Background: an optimization exercise with open tools, aiming at small area, a short achievable clock period and few clock cycles. Do not read the settings as production practice.
Only simulation tests tie the RTL to the original design; equivalence was not proved.
Power and IR drop assume default switching activity.

===== flow/design.v =====
module CPU(
	input clk,
	input rst,
	output reg [15 : 0]PC,
	input  [31 : 0]instr,
	output [15 : 0]mem_addr,
	output [15 : 0]mem_data,
	output write,
	input  [15 : 0]mem_rdata,
	output reg [255 : 0]REGS,
	output halted
);
	reg [2 : 0]CPU_state;
	localparam fetch = 0, decode = 1, execute = 2, memory = 3,
		write_back = 4, PCupdate = 5, stop = 6, error = 7;
	localparam halt = 0, nop = 1, rrmov = 2, irmov = 3, rmmov = 4, mrmov = 5, OPq = 6,
		jxx = 7, call = 8, ret = 9, push = 10, pop = 11;
	localparam aluAdd = 0, aluSub = 1, aluAnd = 2, aluXor = 3;
	localparam jmp = 0, jl = 1, je = 2, jnz = 3;
	localparam irax = 0, irbx = 1, ircx = 2, irdx = 3, irsp = 4, irbp = 5,
    irsi = 6, irdi = 7, ir8 = 8, ir9 = 9, ir10 = 10, ir11 = 11,
    ir12 = 12, ir13 = 13, ir14 = 14, irno = 15;
	wire [3 : 0]icode, ifun, rA, rB;
	wire [15: 0]valC, valP;
	wire instr_valid, need_regids, need_valC;
	wire [3 : 0]srcA, srcB;
	wire [15 : 0]valA, valB;
	wire [15: 0]aluA, aluB;
	wire [3 : 0]alufun;
	wire setCC;
	reg ZF, SF;
	wire [15: 0]valE;
	wire read;
	wire [15: 0]valM;
	wire [3 : 0]dstE, dstM;
	assign halted = CPU_state == stop;
	assign instr_valid = icode > 12 ? 1 : 0;
	assign need_regids = ((icode >= 2 && icode <= 6) || (icode == 10 || icode == 11)) ? 1 : 0;
	assign need_valC = ((icode >= 3 && icode <= 8) && icode != 6) ? 1 : 0;
	assign icode = instr[0+: 4];
	assign ifun = instr[4+: 4];
	assign rA = instr[8+: 4];
	assign rB = instr[12+: 4];
	assign valC = need_regids? instr[16+: 16] : instr[8+: 16];
	assign valP = PC + need_regids * 8 + need_valC * 16 + 8;
	assign srcA = ((icode == rrmov) || (icode == rmmov) || (icode == OPq) || (icode == push)) ? rA :
					((icode == ret || icode == pop)? irsp : 15);
	assign srcB = ((icode == rmmov) || (icode == mrmov) || (icode == OPq)) ? rB :
					(((icode == push) || (icode == pop) || (icode == call) || (icode == ret))? irsp : 15);
	assign valA =  srcA == irno ? 16'd0 : REGS[(srcA * 16)+: 16];
	assign valB =  srcB == irno ? 16'd0 : REGS[(srcB * 16)+: 16];
	assign aluA = ((icode == rrmov)|| (icode == OPq))? valA :
					((icode == irmov || icode == rmmov || icode == mrmov)? valC:
						((icode == call || icode == push)? -8 :
							((icode == pop || icode == ret)? 8 : 1)));
	assign aluB = (icode == rmmov || icode == mrmov || icode == OPq || icode == call || icode == push ||
					icode == ret || icode == pop)? valB : ((icode == rrmov || icode == irmov) ? 0 : 1);
	assign alufun = icode == OPq? ifun : 0;
	assign setCC = icode == OPq? 1 : 0;
	assign valE = alufun == aluAdd? aluA + aluB :
		(alufun == aluSub? aluB - aluA :
			(alufun == aluAnd? aluA & aluB :
				(alufun == aluXor? aluA ^ aluB : 1)));
	assign mem_addr = (icode == rmmov || icode == mrmov || icode == call || icode == push)? valE :
					((icode == pop || icode == ret) ? valA : 1);
	assign mem_data = (icode == rmmov || icode == push)? valA :
					(icode == call? valP : 1);
	assign read = (icode == mrmov || icode == pop || icode == ret)? 1 : 0;
	assign write = (CPU_state == memory) && (icode == rmmov || icode == push || icode == call);
	assign valM = read? mem_rdata : 15;
	assign dstM = (icode == mrmov || icode == pop)? rA : 15;
	assign dstE = (icode == rrmov || icode == irmov || icode == OPq)? rB :
					((icode == push || icode == pop || icode == call || icode == ret)? irsp : 15);
	reg [15 : 0]valM_r;
	always @(posedge clk) begin
		if (rst) begin
			PC <= 0;
			CPU_state <= fetch;
			REGS <= 0;
			ZF <= 0;
			SF <= 0;
			valM_r <= 0;
		end else
		case (CPU_state)
			fetch : begin
				CPU_state <= instr_valid? error : decode;
			end
			decode : begin
				CPU_state <= (icode == halt)? stop : execute;
			end
			execute : begin
				if (setCC) begin
					ZF <= valE == 0;
					SF <= valE[15];
				end
				CPU_state <= memory;
			end
			memory : begin
				valM_r <= valM;
				CPU_state <= write_back;
			end
			write_back : begin
				if (dstE != irno)
					REGS[(dstE * 16)+: 16] <= valE;
				if (dstM != irno)
					REGS[(dstM * 16)+: 16] <= valM_r;
				CPU_state <= PCupdate;
			end
			PCupdate : begin
				PC <= (icode == call ||
					(icode == jxx && (ifun == jmp || (ifun == jnz && ZF == 0) || (ifun == je && ZF == 1) || (ifun == jl && SF == 1))))?
					valC : (icode == ret? valM_r : valP);
				CPU_state <= fetch;
			end
			error : begin
				CPU_state <= fetch;
			end
			default : begin
				CPU_state <= CPU_state;
			end
		endcase
	end
endmodule

===== flow/run.sh =====
#!/bin/bash
# synth_recipe.tcl (not shown) runs the flow's synth.tcl, then flattens the netlist and writes it again
# the make line also repeats each setting of config.mk as NAME=value (left out here)
make -C /OpenROAD-flow-scripts/flow DESIGN_CONFIG=/design/flow/config.mk WORK_HOME=/design/flow/orfs CLKGATE_MAP_FILE= SYNTH_SCRIPT=/design/flow/synth_recipe.tcl finish

===== flow/config.mk =====
export PLATFORM = sky130hd
export DESIGN_NAME = CPU
export DESIGN_NICKNAME = CPU
export VERILOG_FILES = /design/flow/design.v
export SDC_FILE = /design/flow/constraint.sdc
export NUM_CORES = 4
export LEC_CHECK = 0
export CAP_MARGIN = 20
export CORE_MARGIN = 2
export CORE_UTILIZATION = 40
export PLACE_DENSITY = 0.6
export SETUP_SLACK_MARGIN = 0.5
export SLEW_MARGIN = 20

===== flow/constraint.sdc =====
create_clock -name core_clock -period 10.0 [get_ports {clk}]
set_input_delay 2.0000 -clock core_clock [delete_from_list [all_inputs] [get_ports {clk}]]
set_output_delay 2.0000 -clock core_clock [all_outputs]
set_load 0.01 [all_outputs]

==> results.txt <==
[flip-flops by register name, indices dropped and copies added, names as in the netlist]
signal     count
PC            16
CPU_state      3
valM_r        16
ZF             1
SF             1
REGS         256
[layout make-up]
class                   count  area [µm²]  area share [%]
well taps                 765         957            3.02
inverters                  63         236           0.747
clock inverters            21         269           0.850
clock buffers              48        1050            3.31
multi-input cells        2734       16900            53.2
flip-flops and latches    293        5870            18.5
diodes                      4        10.0          0.0316
repair buffers            693        6410            20.2
[cells in the mapped netlist (all sizes together) (28+ instances only)]
library cell,instances,share of area (%)
nor2,435,7.0
o21ai,170,3.6
ha,47,2.5
nand3,125,2.7
buf,44,0.86
a221oi,71,2.7
a32oi,28,1.0
a311oi,36,1.4
a21oi,279,6.0
a32o,34,1.5
inv,60,0.96
a221o,50,2.1
dfxtp,293,25
mux2i,33,1.4
a211oi,94,3.0
o22ai,107,2.9
a31oi,87,2.3
and2,33,0.88
nand2,492,7.9
a22oi,45,1.4
o211ai,52,1.7
nor3,138,3.0
and3,42,1.1
clkbuf,301,4.8
o221ai,59,2.2
[worst max-delay path: stages]
cell and delay, ps:
clkdlybuf4s50_1 460, buf_4 170, or3_4 360, and2_4 230, buf_6 150, buf_4 130
nand2_1 70, a21oi_2 60, a221oi_2 330, nand2_1 100, a31oi_1 200, buf_4 160
o22ai_1 70, a22o_1 220, nor2b_4 130, buf_4 140, fa_2 390, buf_4 170
maj3_1 370, a221oi_2 300, buf_4 160, o31a_1 150, o2111ai_1 100, a32o_1 280
nand2_1 90, o21ai_0 230, dlygate4sd2_1 390
[how the worst max path moves through the flow]
stage | slack [ps] | depth (start not counted) | end
after floorplan | 660 | 27 | mem_addr[13]
after global placement | -390 | 27 | mem_addr[12]
after detailed placement | -490 | 27 | mem_addr[12]
after CTS | 350 | 31 | mem_addr[13]
after global routing | 270 | 25 | mem_addr[13]
final | 380 | 27 | mem_addr[6]
[metal layers]
metal  track usage [%]  wire (µm)
met1              61.2      56000
met2              73.5      64200
met3              17.6      24200
met4              32.3      14100
met5                 0        118
[cell families (layout without fill, tap and decap cells)]
group / Yosys count / count (layout) / synth area share [%]
AND/OR/NAND/NOR: 1377 / 1377 / 25.8
AO/OA/AOI/OAI: 1250 / 1250 / 37.3
adder cells (fa/ha/maj): 51 / 51 / 2.81
XOR/XNOR: 21 / 21 / 0.902
other: 0 / 4 / 0
flip-flops: 293 / 293 / 25.0
buffers and inverters: 408 / 825 / 6.69
multiplexers: 35 / 35 / 1.50
[timing repair]
action                     in CTS  in global routing
buffers inserted                2                 12
setup endpoints to repair      14                 12
resized for setup              81                 92
cloned                          0                  1
pin swaps                       6                 30
[power by group]
| group | total (mW) | internal [mW] | switching, mW |
|---|---|---|---|
| clock network | 1.48 | 0.858 | 0.626 |
| logic | 1.59 | 0.585 | 1.00 |
| registers | 1.38 | 1.22 | 0.160 |
| total | 4.45 | 2.67 | 1.79 |
[per-stage QoR]
step	cell area [µm²]	cells	power (mW)	worst slack (ps)	TNS, ps
floorplan	23400	3435	2.04	661	0
global placement	29400	4533	2.80	-386	-2890
detailed placement	29400	4533	2.81	-493	-3660
CTS	31100	4604	4.29	355	0
global route	31600	4617	4.52	270	0
finish	31700	4621	4.45	383	0
==> results.txt <==
clk slew on worst S/H paths roughly 60 ps; Critical Path RT about 8000 ps; vias in the first global route 30,822; GPL Wtd Cong between 1 and 1.5; Core Box Area between 0.05 and 0.06 mm²; RSZ-0062 raised after global routing yes; CTS tree done; initial antenna violation count 6; CTS H-tree depth 2; drt pass-1 iters 9; chip height around 250 µm; Mapped Cells 3,435; # hold bufs at CTS 0; Filler cells approximately 5,400; DR WL/cell 34.3 µm; status finished clean; most used flip-flop cell after synthesis dfxtp_1; Final ANT Viol Nets 0; Critical R2R Launch REGS[229]; EDFF count, synth 0; FMAX slightly above 100 MHz; final net count slightly below 4,000; synthesis-to-layout area growth 35.0%; Netlist cell types 96; root buffer cell clkbuf_16; Clock Skews a little under 30 ps; Total Wirelength around 160,000 µm; Syn Area/Cell just under 7 µm²; Hold Path Stages 2; Hold WC Path Type register to register; Die Width between 200 and 250 µm; P per Cell Area ~140 mW/mm²; Max IR drop VDD ~0.00013 V; crit-path max FO 8; net count after synthesis 3,535; fin crit period slightly below 10,000 ps; RR Endpoint ZF; min-delay src SF; sequential area share after synthesis between 20% and 30%; leakage ~11 nW; asr flop ratio synth 0%; DP HPWL 118,000 µm; Total Routing Usage GR between 40% and 50%; Syn Std Cell Area between 0.02 and 0.025 mm²; largest net degree at the start of global routing 176; Final Setup Violations 0; reg2reg setup slack around 4300 ps; Final Util a little over half; Max Buffers Root-to-Sink 3; Slew HR 19.8%; Final Hold Vio Count 0; IO Port Bufs around 360; first-pass GRT wire length 221,000 µm; worst-margin pin slew between 1000 and 1500 ps; final hold slack 510 ps; vias approximately 34,000; layout cells sized above 1 approximately 15%; hold endpoint SF; critical path data arrival time between 7000 and 8000 ps; Ports 356; most frequent cells in the layout 484 x nand2_1, 426 x nor2_1, 339 x clkdlybuf4s50_1; Final Cycle Share between 90% and 100%; # rows roughly 90; total CTS buffers 38; max-cap violations 0; die footprint slightly above 0.06 mm²; Max Slew Vio Count 0; DRC Markers 0; crit start category input port; drt via density roughly 7.3; gr ovfl total 0; Seq cells post-synth 293; Setup crit start instr[9]; synth warn 1; Crit Path Category input port to primary output; Reg2Reg Depth 24; CP Capture Type primary output; most common cell after layout, fill and taps aside nand2_1; Sink Count 293; Initial DRC Count roughly 6,000; clock latency (worst-skew pair) between 500 and 600 ps; initial core utilization approximately two fifths
Testbench counts, summed over its fixed seeds: cycles 912,238.

## re-timing with driven ports
No port has a modelled driver above. Below, the same layout with a new extraction and two added sets of constraints. Step 1 sets driving cells, clkbuf_16 on the clock port and buf_2 on the other inputs (assumed; they add their load-dependent delay and slew). Step 2, shift: input delay + t, output delay - t, t = (earliest + latest rising clock arrival at the registers) / 2. This alone moves slack from input paths to output paths. a / b / c = ideal / step 1 / step 2; a / b = the first two.
t (ns): 0.652
setup slack, ns: 0.383 / 0.358 / 0.358
worst register clock-pin slew, ns: 0.07 / 0.07
After both steps this run still meets setup and hold. For this run, drivers alone change the setup slack by -0.025 ns; drivers and shift together by -0.025 ns.
